This is an optimization exercise on Yosys and OpenROAD, whose aim is small area, not a production implementation.
In this exercise RTL edits were held to simulation tests only and were not proved equivalent to the original.

==> flow/design.v, too long to show whole: its modules and the start of the top module <==
// module fa: 4 lines
// module ha: 4 lines
// module filter: 8511 lines
module filter (
  input  wire               clk,
  input  wire               reset,
  input  wire signed [15:0] data_in,
  output wire signed [34:0] data_out
);
  // ...
==> flow/flow/run.sh <==
#!/bin/bash
# The standard layout (standard.sh, every step unchanged) with one
# setting of its own: the clock tree clusters its sinks in groups of at most
# 14 within 70 um, drives each cluster with a clkbuf_8, and adds no dummy
# balancing loads.
# The make output goes to standard.log; each step's log is under orfs/logs.
set -euo pipefail
export CTS_ARGS="-sink_clustering_enable -repair_clock_nets -dont_use_dummy_load -buf_list sky130_fd_sc_hd__clkbuf_8 -sink_clustering_size 14 -sink_clustering_max_diameter 70"
bash standard.sh > standard.log 2>&1
==> flow/standard.sh <==
#!/bin/bash
# synth_recipe.tcl (not shown) runs the flow's synth.tcl, then flattens the netlist and writes it again
# the make line also repeats each setting of config.mk as NAME=value (left out here)
make -C /OpenROAD-flow-scripts/flow DESIGN_CONFIG=/design/flow/config.mk WORK_HOME=/design/flow/orfs CLKGATE_MAP_FILE= SYNTH_SCRIPT=/design/flow/synth_recipe.tcl "${@:-finish}"
==> flow/config.mk <==
export PLATFORM = sky130hd
export DESIGN_NAME = filter
export DESIGN_NICKNAME = filter
export VERILOG_FILES = /design/flow/design.v
export SDC_FILE = /design/flow/constraint.sdc
export NUM_CORES = 4
export LEC_CHECK = 0
export ABC_AREA = 1
export CAP_MARGIN = 20
export CORE_MARGIN = 2
export CORE_UTILIZATION = 65
export SLEW_MARGIN = 20
export SYNTH_HIERARCHICAL = 1
export SYNTH_MINIMUM_KEEP_SIZE = 0
==> flow/constraint.sdc <==
create_clock -name core_clock -period 20.0 [get_ports {clk}]
set_input_delay 4.0000 -clock core_clock [delete_from_list [all_inputs] [get_ports {clk}]]
set_output_delay 4.0000 -clock core_clock [all_outputs]
set_load 0.01 [all_outputs]
==> metrics.sh, run 1 <==
FINALSETUPVIOLCOUNT=0
LAYOUT.NON_CLOCK_INVERTERS=665
FIN_WS_NS=0.370
ANTENNA_CELLS=6
GRT_USE_MET3=0.344
SYNTH_TOP_CELL_AREA_SHARE=0.528
FINALCRITPERIODSHARE=0.982
CTS_MADE_BUFFERS=147
REGISTER_AREA_UM2=33100
GRT_MOST_USED_LAYER='met1'
DRTITER0DRC=8028
CTS_SINKS=1653
I_O_PIN_COUNT=53
MOSTFREQUENTLAYOUTCELL='sky130_fd_sc_hd__fa_1'
GRT_SETUP_UNREPAIRED='false'
HTREE_NUM_LEVELS=4
CRITPATHBUFINV=4
GROUTE.USAGE.OVERALL=0.504
COMB.MULTI_INPUT.COUNT=4322
OUTCOME='no timing/DRC/antenna violations'
MAX-CLOCK-PATH-BUFFERS=3
BUFFERS_EXCL_CLOCK=77
SYNTH_FLOP_CELL='sky130_fd_sc_hd__dfxtp_1'
PATH_COMMON_CELL='sky130_fd_sc_hd__fa_1'
SYNTH_SEQ_AREA_SHARE=0.348
R2R-START='x27[0]'
TOP_LAYER='met5'
SYNTH-ASYNC-RESET-RATIO=0
POSTSYNTHAREAPERCELL_UM2=13.9
PLACED_CELLS=8634
DRT-TOTAL-WL_MM=365
SYNTH_COMMONEST_CELLS='2509 x sky130_fd_sc_hd__fa_1, 1653 x sky130_fd_sc_hd__dfxtp_1, 832 x sky130_fd_sc_hd__nor2_1'
POSTSYNTHREGISTERBITS=1653
FIRST_GLOBAL_VIAS=58953
SYNTHESIS.NETS=9516
DIE_X_UM=386
DESIGN.CORE.AREA_UM2=145000
GROUTE.LAYER.MET1.USAGE=0.688
TAPCELL.INSERTED=1917
MULTIPLEXER_SHARE_OF_THE_SYNTHESIZED_AREA=0
==> run 2: changes to the inputs <==
==> flow/flow/run.sh (replaced) <==
#!/bin/bash
# The standard layout (standard.sh, every step unchanged) with two
# settings of its own:
#  - the clock tree clusters its sinks in groups of at most 14 within 70 um,
#    drives each cluster with a clkbuf_8, and adds no dummy balancing loads;
#  - the port buffers are buf_2 cells.
# The make output goes to standard.log; each step's log is under orfs/logs.
set -euo pipefail
export CTS_ARGS="-sink_clustering_enable -repair_clock_nets -dont_use_dummy_load -buf_list sky130_fd_sc_hd__clkbuf_8 -sink_clustering_size 14 -sink_clustering_max_diameter 70"
export BUFFER_PORTS_ARGS="-buffer_cell sky130_fd_sc_hd__buf_2"
bash standard.sh > standard.log 2>&1
==> run 2 against run 1 <==
Critical endpoint unchanged. Utilization decreased by 0.15 points. Largest cell class unchanged. Clock-buffer cell count increased by 1. Still clean. Highest routed layer unchanged. Cell count increased by 0.19%.
==> metrics.sh, run 2 <==
SYN2LAYOUT_AREA_GROWTH_PCT=3.95
WORST_PIN_SLEW_NS=1.13
FILLERINSTANCES=10287
YOSYSTOPAREACELL='sky130_fd_sc_hd__fa_1'
FINALCRITPERIODSHARE=0.972  # -0.00983
DIEAREA_UM2=149000
DRT-TOTAL-WL_MM=365  # +0.15%
ROUTED_WIRE_LENGTH_PER_INSTANCE_UM=41.5
CRITICAL_PATH.STARTPOINT='x14[0]'
TIMING.MAX_CAP.VIOLATIONS=0
SETUP_TOTAL_NEGATIVE_SLACK_NS=0
SYNTH.YOSYS.WARNINGS=7
DR_TOTAL_VIAS=55561
ANTENNA_FOUND_INITIAL=21
MIN_DELAY_PATH_DEPTH=1
SYNTH-ASYNC-RESET-RATIO=0  # unchanged
FINAL_LAYOUT_SIZE_SUFFIX_GT1_FRAC=0.0338
CRITICAL_PATH.MAX_FANOUT=2
SYNTH.AREA.TOP_CELLS='sky130_fd_sc_hd__fa_1 53%, sky130_fd_sc_hd__dfxtp_1 35%, sky130_fd_sc_hd__nor2_1 3.3%'
WORST_SETUP_PATH_START_KIND='flop'
CTS_MADE_BUFFERS=148  # +0.68%
OUTCOME='no timing/DRC/antenna violations'
GP_CONGESTION=1.14
FINALHOLDVIOLCOUNT=0
DETAILEDPLACEMENTHPWL_MM=325
FINALSETUPVIOLCOUNT=0  # unchanged
DETAIL_ROUTE.FIRST_PASS.ITERATIONS=8
HOLD_START='x81[12]'
SYNTHMOSTINSTANTIATEDCELL='sky130_fd_sc_hd__fa_1'
TIMING.FINAL.CRIT_PERIOD_NS=19.43
CRITICAL_PATH_DATA_REQUIRED_TIME_NS=20.86
MIN_PATH_TYPE='flop to flop'
MIN_DELAY_WORST_ENDPOINT='x82[12]'
SYNTH.LIB_CELLS_USED.DISTINCT=17
PATH_CLK_SLEW_NS=0.10
DRTITER0DRC=8136  # +1.3%
CTS_SINKS=1653  # unchanged
SYNTH.CELL_AREA_UM2=95100
DIE_X_UM=386  # unchanged
SYNTH_FLOP_CELL='sky130_fd_sc_hd__dfxtp_1'
FLOORPLAN_DIE_HEIGHT_UM=386
I_O_PIN_COUNT=53  # unchanged
HOLD_BUFFERS=0
RRSETUPSLACK_NS=0.57
MAXSLEWHEADROOM=0.244
FIRST_GLOBAL_VIAS=59359  # +0.69%
WORST_SKEW_PAIR.LATE_LATENCY_NS=0.97
WORST_REG2REG_PATH_LENGTH_IN_CELLS=47
DESIGN.CORE.AREA_UM2=145000  # unchanged
POSTROUTEANTENNANETS=0
NUMPORTBUFFERS=52
POSTSYNTHREGISTERBITS=1653  # unchanged
GRT_SETUP_UNREPAIRED='false'
EFFECTIVE_UTILIZATION_AT_FLOORPLAN=0.654
FINALMAXSLEWVIOLATIONS=0
POSTSYNTHAREAPERCELL_UM2=13.9  # unchanged
FMAXACHIEVABLE_GHz=0.0515
HTREE_NUM_LEVELS=4  # unchanged
CRITICAL_PATH.MAX_STAGE_DELAY_NS=0.79
SYNTHESIS.INSTANCES=6853
CRITICAL-PATH-SLOWEST-CELL='sky130_fd_sc_hd__fa_1'
MAX-CLOCK-PATH-BUFFERS=3  # unchanged
CRITICALPATHCATEGORY='flop to flop'
SYNTH_TOP_CELL_AREA_SHARE=0.528  # unchanged
GROUTE.USAGE.OVERALL=0.504  # +0.000757
SYNTH_EDF_COUNT=0
CTS_TREE='built'
GRT_FIRST_PASS_WIRELENGTH_MM=489
GRT.OVERFLOW.TOTAL=0
CRITICAL_PATH.REG2REG.ENDPOINT='r31_0'
MOSTFREQUENTLAYOUTCELL='sky130_fd_sc_hd__fa_1'
VIASPERCELL=6.31
CRITPATHARRIVALTIME_NS=20.29
SYNTH_SEQ_AREA_SHARE=0.348  # unchanged
PATH_COMMON_CELL='sky130_fd_sc_hd__fa_1'
FIN_WORST_SKEW_NS=0.128
LAYOUT.CELLS.MOST_COMMON_LIST='2509 x sky130_fd_sc_hd__fa_1, 1653 x sky130_fd_sc_hd__dfxtp_1, 832 x sky130_fd_sc_hd__nor2_1'
NNETSFINAL=9529
CRIT_PATH_END_KIND='flop'
POST-ROUTE-DRC-COUNT=0
FINAL_CORE_UTIL=0.680
POST_CTS_RESIZED=0
SYNTH_COMMONEST_CELLS='2509 x sky130_fd_sc_hd__fa_1, 1653 x sky130_fd_sc_hd__dfxtp_1, 832 x sky130_fd_sc_hd__nor2_1'
FLOORPLAN.ROWS=140
CTS_ROOT_BUF='sky130_fd_sc_hd__clkbuf_8'
GRT_MAX_DEGREE=174
R2R-START='x14[0]'
SYNTHESIS.NETS=9516  # unchanged
BUFFERS_INSERTED_DURING_POST_CTS_SETUP_OPTIMIZATION=0
-- run 2: cell families after synthesis --
logic type,count (synthesis),synth area share
xor+xnor,4,0.000369
fa+ha+maj,2645,0.546
flops,1653,0.348
buf+inv,878,0.0390
simple gates,1673,0.0663
-- run 2: layer usage --
layer / up-vias / wire [um] / track usage
li1: 19973 / - / -
met1: 29916 / 132000 / 0.679
met2: 4808 / 138000 / 0.624
met3: 832 / 78300 / 0.371
met4: 32 / 15500 / 0.171
met5: - / 1110 / 0.0377
-- run 2: cell type report --
type                    count  area (um^2)  share of cell area
clock buffers             148         2040              0.0206
repair buffers             76          463             0.00468
multi-input cells        4322        58300               0.590
diodes                     23         57.6            0.000582
flip-flops and latches   1653        33100               0.335
well taps                1917         2400              0.0243
inverters                 665         2500              0.0253
-- run 2: worst max path at each step --
stage	to	slack (ns)	depth (start not counted)
6_report	r31_0	0.57	47
5_1_grt	r31_0	0.18	47
4_1_cts	r31_0	0.66	47
3_5_place_dp	r31_0	0.67	47
3_3_place_gp	r31_0	0.65	47
2_1_floorplan	r31_0	1.90	47
-- run 2: Yosys stat by module (local to each module, per instance) --
module | cells inside | flops+latches | area [um^2]
filter | 4273 | 1653 | 44000
ha | 1 | 0 | 12.5
fa | 1 | 0 | 20.0
-- run 2: critical path: cells and delay by family (launching register included) --
kind	cells	cell delay, ns
and+or+nand+nor	1	0.10
adders and majority gates	42	18.64
buffers and inverters	4	0.27
DFF	1	0.34
-- run 2: through the flow --
stage          setup slack [ns]  std cells  area (um^2)  hold WS [ns]
3_3_place_gp              0.654       8633        96700         0.376
3_5_place_dp              0.672       8633        96700         0.377
4_1_cts                   0.664       8781        98800         0.346
6_report                  0.566       8804        98800         0.359
5_1_grt                   0.184       8784        98800         0.368
2_1_floorplan              1.90       6853        95100         0.369

static timing again, ports no longer ideal:
The flow's constraints put no driver on any port. The routed layouts listed below were extracted and timed again, unchanged, in two steps. Step 1, drivers: a clkbuf_16 drives clk and a buf_2 each remaining input, both assumed. Step 2, shift: input delay + t, output delay - t, t = (earliest + latest rising clock arrival at the registers) / 2. This alone moves slack from input paths to output paths. Slacks: no drivers / after step 1 / after step 2; pairs: no drivers / after step 1.
run | t (ns) | setup slack, ns | worst hold slack (ns) | worst setup path after step 2 | clock arrival spread, ns
run 1 | 0.981 | 0.370 / 0.370 / 0.370 | 0.336 / 0.336 / 0.336 | register to register | 0.181 / 0.182
run 2 | 0.993 | 0.566 / 0.566 / 0.566 | 0.359 / 0.359 / 0.359 | register to register | 0.128 / 0.128
After both steps every run listed still meets setup and hold.
